From an optimization exercise on the open Yosys and OpenROAD flow, aimed at small area; shortcuts taken in it are not production practice.
Where RTL was checked, it was by simulation tests only, not by an equivalence proof against the original.
Function not checked in run 1: the RTL went through the layout flow alone.
Power figures rest on the tool's default switching activity, not on a simulated workload.

File: design/flow/config.mk
export PLATFORM = sky130hd
export DESIGN_NAME = seg_clock
export DESIGN_NICKNAME = seg_clock
export VERILOG_FILES = /design/flow/design.v
export SDC_FILE = /design/flow/constraint.sdc
export NUM_CORES = 4
export LEC_CHECK = 0
export CAP_MARGIN = 20
export CORE_MARGIN = 2
export CORE_UTILIZATION = 40
export CTS_BUF_LIST = sky130_fd_sc_hd__clkbuf_4
export CTS_CLUSTER_DIAMETER = 100
export CTS_CLUSTER_SIZE = 30
export SLEW_MARGIN = 20
File: design/flow/constraint.sdc
create_clock -name core_clock -period 150.0 [get_ports {clock}]
set_input_delay 30.0000 -clock core_clock [delete_from_list [all_inputs] [get_ports {clock}]]
set_output_delay 30.0000 -clock core_clock [all_outputs]
set_load 0.01 [all_outputs]
File: design/flow/design.v
module seg_clock(clock, rst, seg_d, seg_w, w_key, val);
function [3:0] dab;
  input [3:0] d;
  case (d)
    4'd0: dab = 4'd0;   4'd1: dab = 4'd1;   4'd2: dab = 4'd2;
    4'd3: dab = 4'd3;   4'd4: dab = 4'd4;   4'd5: dab = 4'd8;
    4'd6: dab = 4'd9;   4'd7: dab = 4'd10;  4'd8: dab = 4'd11;
    4'd9: dab = 4'd12;  4'd10: dab = 4'd13; 4'd11: dab = 4'd14;
    4'd12: dab = 4'd15; 4'd13: dab = 4'd0;  4'd14: dab = 4'd1;
    default: dab = 4'd2;
  endcase
endfunction
function [11:0] radd;
  input [10:0] a;
  input [10:0] b;
  input        ci;
  integer k;
  reg c;
  begin
    c = ci;
    for (k = 0; k < 11; k = k + 1) begin
      radd[k] = a[k] ^ b[k] ^ c;
      c = (a[k] & b[k]) | (c & (a[k] ^ b[k]));
    end
    radd[11] = c;
  end
endfunction
function [9:0] bcd2bin;
  input [11:0] d;
  reg [11:0] y;
  reg [11:0] z;
  begin
    y = radd({6'd0, d[11:8], 1'b0}, {4'd0, d[11:8], 3'b0}, 1'b0);
    y = radd(y[10:0], {7'd0, d[7:4]}, 1'b0);
    z = radd({3'd0, y[6:0], 1'b0}, {1'b0, y[6:0], 3'b0}, 1'b0);
    z = radd(z[10:0], {7'd0, d[3:0]}, 1'b0);
    bcd2bin = z[9:0];
  end
endfunction
input        clock;
input        rst;
input  [3:0] val;
input  [4:0] w_key;
output [7:0] seg_d;
output [3:0] seg_w;
reg [3:0] scan;
always @(posedge clock or negedge rst)
  if (!rst) scan <= 4'd3;
  else      scan <= scan ^ {&scan[2:0], &scan[1:0], scan[0], 1'b1};
wire anykey = |w_key;
reg  [1:0] pst;
wire idle = (pst == 2'd0);
wire proc = (pst == 2'd2);         
always @(posedge clock or negedge rst)
  if (!rst) pst <= 2'd0;
  else case (pst)
    2'd0: pst <= anykey ? 2'd1 : 2'd0;
    2'd1: pst <= 2'd2;
    default: pst <= anykey ? 2'd3 : 2'd0;
  endcase
reg [3:0] key;
always @(posedge clock)
  if (idle)
    key <= w_key[1] ? val : {1'b1, w_key[2] | w_key[0], ~w_key[2], w_key[3]};
wire is_dig = ~key[3] | ~(key[2] | key[1]);
wire is_op  = key[3] & (key[2] ^ key[1]);
wire is_eq  = key[3] & key[2] & key[1] & ~key[0];
reg  [1:0]  st;
reg  [1:0]  opreg;    
reg  [1:0]  opc;      
reg  [11:0] reg1;
reg  [11:0] reg2;
reg  [9:0]  res;      
wire s0 = (st == 2'd0);
wire s1 = (st == 2'd1);
wire s2 = st[1];
always @(posedge clock)
  if (proc & is_op) opreg <= key[1:0];
always @(posedge clock or negedge rst)
  if (!rst) begin
    st   <= 2'd0;
    opc  <= 2'd0;
    reg1 <= 12'd0;
    reg2 <= 12'd0;
  end else if (proc) begin
    if (s0) begin
      if (is_dig) reg1 <= {reg1[7:0], key};
      else if (is_op) st <= 2'd1;
    end else if (s1) begin
      if (is_dig) begin
        reg2 <= {reg2[7:0], key};
        opc  <= opreg;
      end else if (is_eq) st <= 2'd2;
    end else begin
      if (is_dig) begin
        reg1 <= {8'd0, key};
        reg2 <= 12'd0;
        st   <= 2'd0;
      end else if (is_op) begin
        reg1 <= {2'd0, res};
        reg2 <= 12'd0;
        st   <= 2'd1;
      end
    end
  end
wire [9:0] abin = bcd2bin(reg1);
wire [9:0] bbin = bcd2bin(reg2);
reg  [4:0]  cnt;
reg  [10:0] r;
wire go    = w_key[0];
wire ph1   = cnt[4];
wire ph2   = ~cnt[4] & cnt[3];
wire last  = (cnt == 5'd16);
wire isdiv = (opc == 2'd1);
wire ismul = (opc == 2'd0);
wire issub = (opc == 2'd3);
wire abit  = abin[cnt[3:0]];
wire sin   = ph1 & abit & ~ismul;
wire en    = ph1 & (isdiv | (ismul ? abit : last));
wire neg   = isdiv ? ~r[10] : issub;
wire [10:0] x = {1'b0, bbin ^ {10{neg}}} | {neg, 10'd0};
wire [11:0] sum = radd({r[9:0], sin}, x & {11{en}}, en & neg);
wire [10:0] t = sum[10:0];
always @(posedge clock or negedge rst)
  if (!rst) cnt <= 5'd0;
  else if (go) cnt <= 5'd25;
  else if (cnt[4] | cnt[3])
    cnt <= cnt ^ {~|cnt[3:0], ~|cnt[2:0], ~|cnt[1:0], ~cnt[0], 1'b1};
always @(posedge clock)
  r <= go ? 11'd0 : t;
wire       dsh = isdiv ? (ph1 & ~cnt[3]) : ph2;
wire       din = isdiv ? ~t[10] : r[7];
wire [3:0] u3  = dab(res[3:0]);
wire [3:0] t3  = dab(res[7:4]);
always @(posedge clock or negedge rst)
  if (!rst) res <= 10'd0;
  else if (go) res <= 10'd0;
  else if (dsh) res <= {res[8], t3, u3, din};
wire [11:0] num = (reg2 != 12'd0) ? reg2 : reg1;
reg  [3:0]  dig;
reg  [3:0]  sw;
always @(*)
  case (scan[3:2])
    2'd0: begin dig = num[11:8]; sw = 4'b0100; end
    2'd1: begin dig = num[7:4];  sw = 4'b0010; end
    2'd2: begin dig = num[3:0];  sw = 4'b0001; end
    default: begin dig = 4'hf;   sw = 4'b0000; end
  endcase
reg [7:0] sd;
always @(*)
  case (dig)
    4'h0: sd = 8'hfc;
    4'h1: sd = 8'h60;
    4'h2: sd = 8'hda;
    4'h3: sd = 8'hf2;
    4'h4: sd = 8'h66;
    4'h5: sd = 8'hb6;
    4'h6: sd = 8'hbe;
    4'h7: sd = 8'he0;
    4'h8: sd = 8'hfe;
    4'h9: sd = 8'hf6;
    default: sd = 8'h00;
  endcase
assign seg_d = sd;
assign seg_w = sw;
endmodule
File: design/flow/run.sh
#!/bin/bash
# synth_recipe.tcl (not shown) runs the flow's synth.tcl, then flattens the netlist and writes it again
# the make line also repeats each setting of config.mk as NAME=value (left out here)
make -C /OpenROAD-flow-scripts/flow DESIGN_CONFIG=/design/flow/config.mk WORK_HOME=/design/flow/orfs CLKGATE_MAP_FILE= SYNTH_SCRIPT=/design/flow/synth_recipe.tcl finish
==> results of run 1 <==
## worst paths after layout
check | from | to
hold / removal | scan[0] | scan[0]
hold reg to reg | scan[0] | scan[0]
setup reg to reg | reg1[5] | res[0]
max in group asynchronous | rst | reg2[10]
min in group asynchronous | rst | cnt[0]
setup / recovery | scan[2] | seg_d[6]
## Yosys cell counts (11+ instances only)
cell	count	area, µm²
a21oi_1	14	70.1
ha_1	44	551
nor2_1	29	109
clkbuf_1	17	63.8
mux2i_1	13	130
xnor2_1	11	96.3
o21ai_0	25	125
xor2_1	12	105
fa_1	28	561
nor2b_1	11	68.8
dfrtp_1	47	1180
inv_1	64	240
nand2_1	25	93.8
a22o_1	12	105
dfxtp_1	11	220
## power by group
group	switching (µW)	internal, µW	total, µW
clock network	6.72	10.2	17.0
logic	12.3	10.8	23.1
registers	1.90	19.5	21.4
## stage by stage
stage / hold WS (ns) / util, % / setup WS, ns / power, µW
2_1_floorplan: 0.418 / - / 118.04 / 37.6
3_3_place_gp: 0.424 / 43.8 / 117.33 / 44.2
3_5_place_dp: 0.430 / 43.8 / 117.20 / 44.8
4_1_cts: 0.459 / 45.5 / 116.72 / 62.1
5_1_grt: 0.473 / 45.6 / 116.58 / 66.5
6_report: 0.456 / 45.6 / 116.88 / 61.5
## layout by cell type (no fill, tap or decap), types with 5 or more instances in the layout
| cell type | n |
|---|---|
| inv_1 | 64 |
| dfrtp_1 | 47 |
| ha_1 | 44 |
| nor2_1 | 29 |
| fa_1 | 28 |
| nand2_1 | 25 |
| o21ai_0 | 25 |
| clkdlybuf4s50_1 | 19 |
| a21oi_1 | 14 |
| mux2i_1 | 13 |
| xor2_1 | 12 |
| a22o_1 | 12 |
| xnor2_1 | 11 |
| nor2b_1 | 11 |
| dfxtp_1 | 11 |
| clkbuf_4 | 10 |
| nand2b_1 | 8 |
| mux2_2 | 8 |
| o22ai_1 | 8 |
| or3_1 | 7 |
| nand3_1 | 6 |
| a211oi_1 | 6 |
| edfxtp_1 | 6 |
| nor3_1 | 5 |
## kinds of logic after synthesis
group	synth area share, %
flip-flops	34.4
XOR/XNOR	5.07
AND/OR/NAND/NOR	11.2
multiplexers	5.12
other	0.0791
AO/OA/AOI/OAI	13.5
adder cells (fa/ha/maj)	23.4
buffers and inverters	7.23
## routing by layer
metal  track usage, %  part of all wire (%)
met2             24.6                    46
met1             21.9                    49
met5                0                     0
met4             6.83                   1.9
met3             2.30                   2.8
## flip-flops by register name, summed over array words and instances (netlist names), 4 cells and up
signal  cells
res        10
cnt         5
key         4
reg1       12
r          11
scan        4
reg2       12
## layout make-up
| type | instances | area share, % |
|---|---|---|
| clock buffer | 10 | 1.43 |
| sequential | 66 | 31.0 |
| inverter | 64 | 4.58 |
| clock inverter | 6 | 2.45 |
| antenna | 1 | 0.0477 |
| tap | 143 | 3.41 |
| multi-input combinational | 321 | 52.8 |
| timing repair buffer | 24 | 4.24 |
==> flow_summary.toml, run 1 <==
[outcome]
outcome = "complete, no violations"

[grt]
grt_first_pass_wirelength_mm = 16.0
grt_antenna_before_repair = 1
grt_pass1_vias = 3254
grt_max_degree = 50
grt_use_total_pct = 15.7
grt.overflow.total = 0

[place]
place_inst = 617
place_area_um2 = 5040
hpwl_mm = 6.90
place_congestion = 0.809
portBuffers = 20

[sta]
fmax_ghz = 0.0302
skew_ns = 0.0114
setup_tns_ns = 0
max_slew.worst_pin.slew_ns = 0.923
period_needed_ns = 33.12
final-setup-viol-count = 0
hold_violations = 0
maxSlewHeadroom_pct = 36.7
post-route-period-util_pct = 22.1
drv_slew = 0
rsz0062_at_grt = "no"

[cells_and_area]
multi_input_area_um2 = 2770
areaGrowthSynthToFinish_pct = 10.7
finalNonFillerCells = 635
drive_above_1_share_pct = 7.33
fillers = 1093
final_nets = 569
final_area_um2 = 5250
regArea_um2 = 1630

[worst_setup_path]
cpMaxStageDelayCell = "dfrtp_1"
arrival_ns = 3.12
cp-end-kind = "output pin"
path_depth = 7
cp.required_ns = 120.00
cp.buffers_inverters = 2
cp-start-kind = "flip-flop"
worstSetupPathType = "flip-flop to output pin"
cp_max_fo = 13
cpLargestDelayFamily = "buffers and inverters"
rrSetupSlack_ns = 140.76
reg2reg_depth = 35
slowest_delay_ns = 0.65
crit_chain = "mux2_2 -> o22ai_1 -> o21a_1 -> inv_1 -> ha_1 -> o22ai_1 -> clkdlybuf4s50_1"
cp_common_cell = "o22ai_1"

[clock_network]
post-cts-setup-buffers = 0
insertion_delay_ns = 0.43
cts_tree = "done"
cts_hold_buffers = 0
clockRootBuffer = "clkbuf_4"
clk_pin_slew_ns = 0.12
cts_num_sinks = 66
cts-resized-gates = 0
cts_buffers = 9
h-tree-depth = 3
cts.path.max_buffers = 2

[yosys]
synth_edf_count = 6
seq_area_frac_synth_pct = 34.4
syn_avg_cell_area_um2 = 10.0
synthesis.area_um2 = 4740
ys_types = 54
yosys_warnings = 1
synthCells = 474
synth-seq-cells = 66
async_flop_share_pct = 74.2
ys.flop_type = "dfrtp_1"

[die]
design.core.area_um2 = 11500
die_area_um2 = 12700
io_pins = 23
fp.dieH_um = 113
initial_core_util_pct = 41.2
die_w_um = 113
num_rows = 39

[detailed_routing]
routed_wirelength_mm = 9.17
via_per_inst = 5.18
drt_drc_violations_left = 0
wl_per_cell_um = 14.4
postRouteAntennaNets = 0
firstDrtPassIters = 18
vias = 3287
drt_iter0_markers = 135

[power]
p_leak_uw = 0.00245
powerDensity_nw_per_um2 = 11.7
ir_worst_vdd_uv = 6.20

[run]
maxCapViolCount = 0

[min_path]
hold_path.class = "flip-flop to flip-flop"
hold_path_depth = 1
==> run 2, diff against run 1 <==
--- a/design/flow/design.v
+++ b/design/flow/design.v
@@ -1,40 +1,2 @@
 module seg_clock(clock, rst, seg_d, seg_w, w_key, val);
-function [3:0] dab;
-  input [3:0] d;
-  case (d)
-    4'd0: dab = 4'd0;   4'd1: dab = 4'd1;   4'd2: dab = 4'd2;
-    4'd3: dab = 4'd3;   4'd4: dab = 4'd4;   4'd5: dab = 4'd8;
-    4'd6: dab = 4'd9;   4'd7: dab = 4'd10;  4'd8: dab = 4'd11;
-    4'd9: dab = 4'd12;  4'd10: dab = 4'd13; 4'd11: dab = 4'd14;
-    4'd12: dab = 4'd15; 4'd13: dab = 4'd0;  4'd14: dab = 4'd1;
-    default: dab = 4'd2;
-  endcase
-endfunction
-function [11:0] radd;
-  input [10:0] a;
-  input [10:0] b;
-  input        ci;
-  integer k;
-  reg c;
-  begin
-    c = ci;
-    for (k = 0; k < 11; k = k + 1) begin
-      radd[k] = a[k] ^ b[k] ^ c;
-      c = (a[k] & b[k]) | (c & (a[k] ^ b[k]));
-    end
-    radd[11] = c;
-  end
-endfunction
-function [9:0] bcd2bin;
-  input [11:0] d;
-  reg [11:0] y;
-  reg [11:0] z;
-  begin
-    y = radd({6'd0, d[11:8], 1'b0}, {4'd0, d[11:8], 3'b0}, 1'b0);
-    y = radd(y[10:0], {7'd0, d[7:4]}, 1'b0);
-    z = radd({3'd0, y[6:0], 1'b0}, {1'b0, y[6:0], 3'b0}, 1'b0);
-    z = radd(z[10:0], {7'd0, d[3:0]}, 1'b0);
-    bcd2bin = z[9:0];
-  end
-endfunction
 input        clock;
@@ -48,3 +10,3 @@
   if (!rst) scan <= 4'd3;
-  else      scan <= scan ^ {&scan[2:0], &scan[1:0], scan[0], 1'b1};
+  else      scan <= scan + 4'd1;
 wire anykey = |w_key;
@@ -105,4 +67,4 @@
   end
-wire [9:0] abin = bcd2bin(reg1);
-wire [9:0] bbin = bcd2bin(reg2);
+wire [9:0] abin = reg1[11:8] * 7'd100 + reg1[7:4] * 4'd10 + reg1[3:0];
+wire [9:0] bbin = reg2[11:8] * 7'd100 + reg2[7:4] * 4'd10 + reg2[3:0];
 reg  [4:0]  cnt;
@@ -121,4 +83,3 @@
 wire [10:0] x = {1'b0, bbin ^ {10{neg}}} | {neg, 10'd0};
-wire [11:0] sum = radd({r[9:0], sin}, x & {11{en}}, en & neg);
-wire [10:0] t = sum[10:0];
+wire [10:0] t = {r[9:0], sin} + (en ? x : 11'd0) + {10'd0, en & neg};
 always @(posedge clock or negedge rst)
@@ -126,4 +87,3 @@
   else if (go) cnt <= 5'd25;
-  else if (cnt[4] | cnt[3])
-    cnt <= cnt ^ {~|cnt[3:0], ~|cnt[2:0], ~|cnt[1:0], ~cnt[0], 1'b1};
+  else if (cnt[4] | cnt[3]) cnt <= cnt - 5'd1;
 always @(posedge clock)
@@ -132,4 +92,4 @@
 wire       din = isdiv ? ~t[10] : r[7];
-wire [3:0] u3  = dab(res[3:0]);
-wire [3:0] t3  = dab(res[7:4]);
+wire [3:0] u3  = (res[3:0] > 4'd4) ? res[3:0] + 4'd3 : res[3:0];
+wire [3:0] t3  = (res[7:4] > 4'd4) ? res[7:4] + 4'd3 : res[7:4];
 always @(posedge clock or negedge rst)
--- a/design/flow/config.mk
+++ b/design/flow/config.mk
@@ -10,5 +10,2 @@
 export CORE_UTILIZATION = 40
-export CTS_BUF_LIST = sky130_fd_sc_hd__clkbuf_4
-export CTS_CLUSTER_DIAMETER = 100
-export CTS_CLUSTER_SIZE = 30
 export SLEW_MARGIN = 20
==> run 2 against run 1 <==
  * Routed wire length up 31%
  * First-iteration DRC count increased by 130%
  * Largest power group unchanged
  * Clock skew shrank 0.0053 ns
  * Final area grew 16%
  * Non-clock buffer count did not move
  * Sequential power rose by 5%
  * Critical path type unchanged
  * Clock power grew 34%
  * Die area grew 13%
  * Critical path depth rose by 4
  * Maximum frequency down 1.7%
==> flow_summary.toml, run 2 <==
[outcome]
outcome = "complete, no violations"

[sta]
period_needed_ns = 33.69
whs_ns = 0.455
setup_tns_ns = 0
skew_ns = 0.00611
rsz0062_at_grt = "no"
drv_slew = 0
maxSlewHeadroom_pct = 34.4
final-setup-viol-count = 0
fmax_ghz = 0.0297
hold_violations = 0
max_slew.worst_pin.slew_ns = 0.979
post-route-period-util_pct = 22.5

[die]
fp.dieH_um = 120
design.core.area_um2 = 13200
die_w_um = 120
die_area_um2 = 14500
num_rows = 42
initial_core_util_pct = 40.8
io_pins = 23

[power]
p_leak_uw = 0.00283
fin_total_pwr_uw = 92.1
powerDensity_nw_per_um2 = 15.1
ir_worst_vdd_uv = 8.10

[worst_setup_path]
cp_max_fo = 6
cp.required_ns = 120.00
cp-end-kind = "output pin"
crit_start = "reg2[9]"
reg2reg_depth = 22
arrival_ns = 3.69
r2r_end = "res[0]"
rrSetupSlack_ns = 144.42
worstSetupPathType = "flip-flop to output pin"
rr_startpoint = "reg1[5]"
setup.worst_path.end = "seg_d[7]"
cp-start-kind = "flip-flop"

[cells_and_area]
diodes = 0
layout_commonest_cell = "ha_1"
final_core_util_pct = 45.9
final_cell_mix = "68 x ha_1, 59 x nor2_1, 53 x inv_1"
reg.largest.list = "reg1: 12 flops, reg2: 12 flops, r: 11 flops"
finalNonFillerCells = 811
areaGrowthSynthToFinish_pct = 12.6
final_nets = 721
drive_above_1_share_pct = 6.30

[yosys]
synth-seq-cells = 66
synth-compound-area-share_pct = 19.2
ys_types = 65
synth_xor_area_share_pct = 5.93
seq_area_frac_synth_pct = 30.2
synthesis.area_um2 = 5400
synth_area_leaders = "dfrtp_1 22%, ha_1 16%, fa_1 4.4%"
synth_edf_count = 6
yosys.area_share.simple_pct = 15.7
synth_top_family_by_area = "adder cells"
synthCells = 616
yosys-top-cells-count = "68 x ha_1, 59 x nor2_1, 53 x inv_1, 50 x nand2_1, 47 x dfrtp_1"
syn_avg_cell_area_um2 = 8.77
synth_mux_area_share_pct = 3.43
synth_most_common_cell = "ha_1"
synth_top_area_share_pct = 21.8
ys.flop_type = "dfrtp_1"
async_flop_share_pct = 74.2
yosys_warnings = 1
synth_fa_ha_area_share_pct = 20.2
synth_top_area_cell = "dfrtp_1"

[clock_network]
cts_hold_buffers = 0
insertion_delay_ns = 0.34
cts-resized-gates = 0
clk_pin_slew_ns = 0.06
clockRootBuffer = "clkbuf_16"
cts_num_sinks = 66
h-tree-depth = 3
cts_tree = "done"
cts.path.max_buffers = 2
post-cts-setup-buffers = 0
cts_buffers = 9

[detailed_routing]
postRouteAntennaNets = 0
via_per_inst = 5.32
drt_iter0_markers = 311
wl_per_cell_um = 14.8
routed_wirelength_mm = 12.0
drt_drc_violations_left = 0
vias = 4316
firstDrtPassIters = 4

[grt]
grt_antenna_before_repair = 0
grt_pass1_vias = 4255
grt_use_total_pct = 17.9
grt_max_degree = 50
grt_first_pass_wirelength_mm = 20.7
grt.overflow.total = 0

[place]
hpwl_mm = 9.01
place_congestion = 0.827
portBuffers = 20
place_inst = 795

[min_path]
hold_path_depth = 1
hold_path.class = "flip-flop to flip-flop"

[run]
maxCapViolCount = 0
==> run 2: worst min path at each step <==
stage | startpoint | end | slack [ns]
2_1_floorplan | scan[0] | scan[0] | 0.43
3_3_place_gp | scan[0] | scan[0] | 0.43
3_5_place_dp | scan[0] | scan[0] | 0.45
4_1_cts | scan[0] | scan[0] | 0.46
5_1_grt | scan[0] | scan[0] | 0.48
6_report | scan[0] | scan[0] | 0.46
==> run 2: cell type report <==
class                      instances  area, µm²
inverter                          53        199
tap                              176        220
fill                            1304       7160
clock inverter                     7       93.8
clock buffer                       9        225
multi-input combinational        476       3490
sequential                        66       1630
timing repair buffer              24        225
==> run 2: per-stage QoR <==
step	cell area [µm²]	setup WS, ns
floorplan	5410	117.29
global placement	5770	116.77
detailed placement	5770	116.67
CTS	6080	116.30
global route	6080	116.08
finish	6080	116.31
==> run 2: metal layers <==
layer / share of wire, % / track usage [%]
met5: 0 / 0
met4: 2.1 / 7.78
met3: 2.6 / 2.50
met2: 46 / 28.6
met1: 49 / 24.3
==> run 2: power breakdown <==
part	leakage, µW	switching [µW]	internal, µW
logic	0.00191	25.7	21.1
registers	0.000767	2.54	19.9
clock network	0.000153	8.33	14.5
==> run 2: critical path, cell delays in order (launching register included) <==
cell and delay, ns:
dfrtp_1 0.43, inv_1 0.12, ha_1 0.14, or4bb_1 0.53, or3_1 0.42, o211ai_1 0.39, inv_1 0.21, ha_1 0.22
nor2b_1 0.12, o21ai_0 0.10, o21ai_0 0.11, clkdlybuf4s50_1 0.57
==> run 2: cell families (layout without fill, tap and decap cells) <==
group / after synthesis / after routing
adder cells (fa/ha/maj): 80 / 80
multiplexers: 16 / 16
other: 1 / 2
buffers and inverters: 75 / 93
XOR/XNOR: 35 / 35
AO/OA/AOI/OAI: 163 / 163
flip-flops: 66 / 66
AND/OR/NAND/NOR: 180 / 180

-- port drivers added, routing unchanged --
The flow's constraints put no driver on any port. The routed layouts listed below were extracted and timed again, unchanged, in two steps. Step 1: set_driving_cell puts a clkbuf_16 on clock and a buf_2 on each other input, an assumption about the parent block. Step 2 times the ports against the registers' clock, not the clock port: input delays grow and output delays shrink by t, the midpoint of the rising clock arrivals with the driver on. Slacks: ideal / step 1 / step 2; pairs: ideal / step 1.
| run | t, ns | slack for setup (ns) | worst hold slack (ns) | worst setup path after step 2 | worst data-port slew with drivers (ns) |
|---|---|---|---|---|---|
| run 1 | 0.453 | 116.879 / 116.849 / 117.302 | 0.456 / 0.456 / 0.456 | register to output | 0.03 |
| run 2 | 0.369 | 116.311 / 116.276 / 116.645 | 0.455 / 0.455 / 0.455 | register to output | 0.03 |
After both steps every run listed still meets setup and hold.
